This is an optimization exercise on Yosys and OpenROAD, whose aim is small area, not a production implementation. RTL that was checked went through simulation tests only; none was proved equivalent to the original. Power and IR drop assume default switching activity.

Setup of build 11:
Design channel_avg, start of the top module:
module channel_avg #(
  parameter NCH            = 16,
  parameter OUTCH_WIDTH    = 16,
  parameter INTERNAL_WIDTH = 32,
  parameter INDATA_WIDTH   = 256,
  parameter OUTDATA_WIDTH  = 256
) (
  input                          RESET,
  input                          CLK,
  input      [7:0]               CONFIG,
  input                          TRIG,
  input      [INDATA_WIDTH-1:0]  INDATA_Q,
  output reg                     OUTVALID,
  output     [OUTDATA_WIDTH-1:0] OUTDATA_Q
);
export LEC_CHECK = 0
export CAP_MARGIN = 20
export CORE_MARGIN = 2
export CORE_UTILIZATION = 40
export CTS_BUF_LIST = sky130_fd_sc_hd__clkbuf_8
export CTS_CLUSTER_DIAMETER = 80
export CTS_CLUSTER_SIZE = 18
export PLACE_DENSITY = 0.6
export SLEW_MARGIN = 20
export SYNTH_HIERARCHICAL = 1
create_clock -name core_clock -period 10.0 [get_ports {CLK}]
standard.sh (not shown) runs the stock make flow with config.mk's settings and CLKGATE_MAP_FILE= SYNTH_SCRIPT=/design/flow/synth_recipe.tcl, a recipe that flattens the netlist after the stock synthesis.
==> flow/flow/run.sh <==
#!/bin/bash
set -e
cp standard.sh standard_sh.copy.log
export BUFFER_PORTS_ARGS="-buffer_cell sky130_fd_sc_hd__buf_1"
bash standard.sh > standard.log 2>&1
Build 11 finished every step from synthesis to the final layout, and the layout passed the timing, DRC and antenna checks.
## Diff of input files: build 38 against build 11
Settings: CTS_BUF_LIST now sky130_fd_sc_hd__clkbuf_4, was sky130_fd_sc_hd__clkbuf_8; PLACE_DENSITY now 0.85, was 0.6; CORE_UTILIZATION now 70, was 40; CTS_CLUSTER_SIZE now 8, was 18; CTS_CLUSTER_DIAMETER now 40, was 80.
Results
Looking at static power due to leakage across both flows, build 38 is the weaker of the two, with build 11 ahead. Relative to build 11, fraction of met1 tracks used by global routing has increased by 20 points in build 38. Build 11 was routed with fewer vias than build 38.
The inputs of build 83 differ from those of build 38 as listed below.
Settings: PLACE_DENSITY now 0.6, was 0.85; CTS_CLUSTER_DIAMETER now 50, was 40; CORE_UTILIZATION now 40, was 70.
Results
Between build 83 and build 38, it is build 83 whose detailed route wirelength on metal2 is higher, by 6.1%. Per the comparison of build 83 with build 38, met3 routing resource usage after global routing lower, transition time of the tightest slew-check pin lower, overall power consumption lower. Build 83 ends up with a first-pass GRT wire length that is about 4% higher than in build 38. Build 83 ended up with ch[8].acc[24]$_DFF_P_ as its worst setup path endpoint; build 38 ended up with ch[3].acc[30]$_DFF_P_.
diff inputs: build 83 => build 16
Settings: CTS_CLUSTER_DIAMETER now 60, was 50; CTS_CLUSTER_SIZE now 10, was 8.
--- outcome ---
- From build 83 to build 16 the numbers moved as follows: power decreased 0.19 mW, power density of the placed cells fell 1.2%, clock network fraction of design power -1.7 points, met2 demand-to-capacity share in global routing did not really move.
- The detailed-routed wire length on met2 reported for build 16 is greater than that of build 83 by 0.40%.
- As far as synthesized area goes, build 83 and build 16 are indistinguishable; the numbers are identical.
- Looking at build 16 and build 83, the register-to-register slack is a wash.
- Build 16 finished every stage and its layout cleared the timing, DRC and antenna checks.
No run of this note included a check of the RTL's function; only the layout flow was run.

---

channel_avg, a different RTL version from the one above (not shown whole).
Size: ~3400 cells after synthesis, ~520 I/O pins.
export LEC_CHECK = 0
export CAP_MARGIN = 20
export CORE_MARGIN = 2
export CORE_UTILIZATION = 60
export CTS_BUF_LIST = sky130_fd_sc_hd__clkbuf_4
export CTS_CLUSTER_DIAMETER = 45
export CTS_CLUSTER_SIZE = 10
export PLACE_DENSITY = 0.75
export SLEW_MARGIN = 20
export SYNTH_HIERARCHICAL = 1
create_clock -name core_clock -period 10.0 [get_ports {CLK}]
==> flow/flow/run.sh <==
#!/bin/bash
set -e
export BUFFER_PORTS_ARGS="-buffer_cell sky130_fd_sc_hd__buf_1"
export CTS_ARGS="-sink_clustering_enable -repair_clock_nets -sink_clustering_size 10 -sink_clustering_max_diameter 45 -buf_list sky130_fd_sc_hd__clkbuf_4 -dont_use_dummy_load"
bash standard.sh > standard.log 2>&1
Change:
==> flow/flow/run.sh (replaced) <==
#!/bin/bash
set -e
export BUFFER_PORTS_ARGS="-buffer_cell sky130_fd_sc_hd__buf_1"
export CTS_ARGS="-sink_clustering_enable -repair_clock_nets -sink_clustering_size 8 -sink_clustering_max_diameter 50 -buf_list sky130_fd_sc_hd__clkbuf_4 -dont_use_dummy_load"
bash standard.sh > standard.log 2>&1
--- a/flow/config.mk
+++ b/flow/config.mk
@@ -10 +10 @@
-export CORE_UTILIZATION = 60
+export CORE_UTILIZATION = 65
@@ -12,3 +12,3 @@
-export CTS_CLUSTER_DIAMETER = 45
-export CTS_CLUSTER_SIZE = 10
-export PLACE_DENSITY = 0.75
+export CTS_CLUSTER_DIAMETER = 50
+export CTS_CLUSTER_SIZE = 8
+export PLACE_DENSITY = 0.8
Result: Utilization rises by 5.4 points; die area falls by 7.6%; synthesized area stays the same; setup slack gains 12 ps; global-route usage rises by 2.6 points; clock skew falls by 12 ps; cell area stays flat; routed wire length falls by 1.1%; fmax stays flat.

## static timing again, ports no longer ideal
How much do the figures lean on ideal ports? The routed layouts below were timed once more, with nothing changed but the port constraints.
Step 1, drivers: a clkbuf_16 drives CLK and a buf_2 each remaining input, both assumed.
Step 2, shift: input delay + t, output delay - t, t = (earliest + latest rising clock arrival at the registers) / 2. This alone moves slack from input paths to output paths.
Slacks: ideal ports / drivers / drivers and shift; pairs: ideal ports / drivers.
| run | t (ns) | setup WS [ns] | hold WS [ns] | worst setup path after step 2 |
|---|---|---|---|---|
| build 11 | 0.711 | 0.865 / 0.896 / 0.185 | 0.385 / 0.385 / 0.385 | input to register |
| build 38 | 0.933 | 0.838 / 0.866 / -0.068 | 0.374 / 0.374 / 0.374 | input to register |
| build 83 | 0.906 | 0.991 / 1.032 / 0.126 | 0.390 / 0.390 / 0.390 | input to register |
| build 16 | 0.916 | 1.052 / 1.052 / 0.182 | 0.391 / 0.391 / 0.391 | input to register |
| the first run of note 2 | 0.865 | 0.537 / 0.563 / -0.302 | 0.347 / 0.347 / 0.347 | input to register |
| the second run of note 2 | 0.893 | 0.549 / 0.569 / -0.324 | 0.389 / 0.389 / 0.389 | input to register |
With both steps, setup timing fails in build 38, the first run of note 2 and the second run of note 2, where it was met with ideal ports. The setup slack of build 38, which loses most, moves by +0.028 ns with the drivers and by -0.906 ns with both steps.
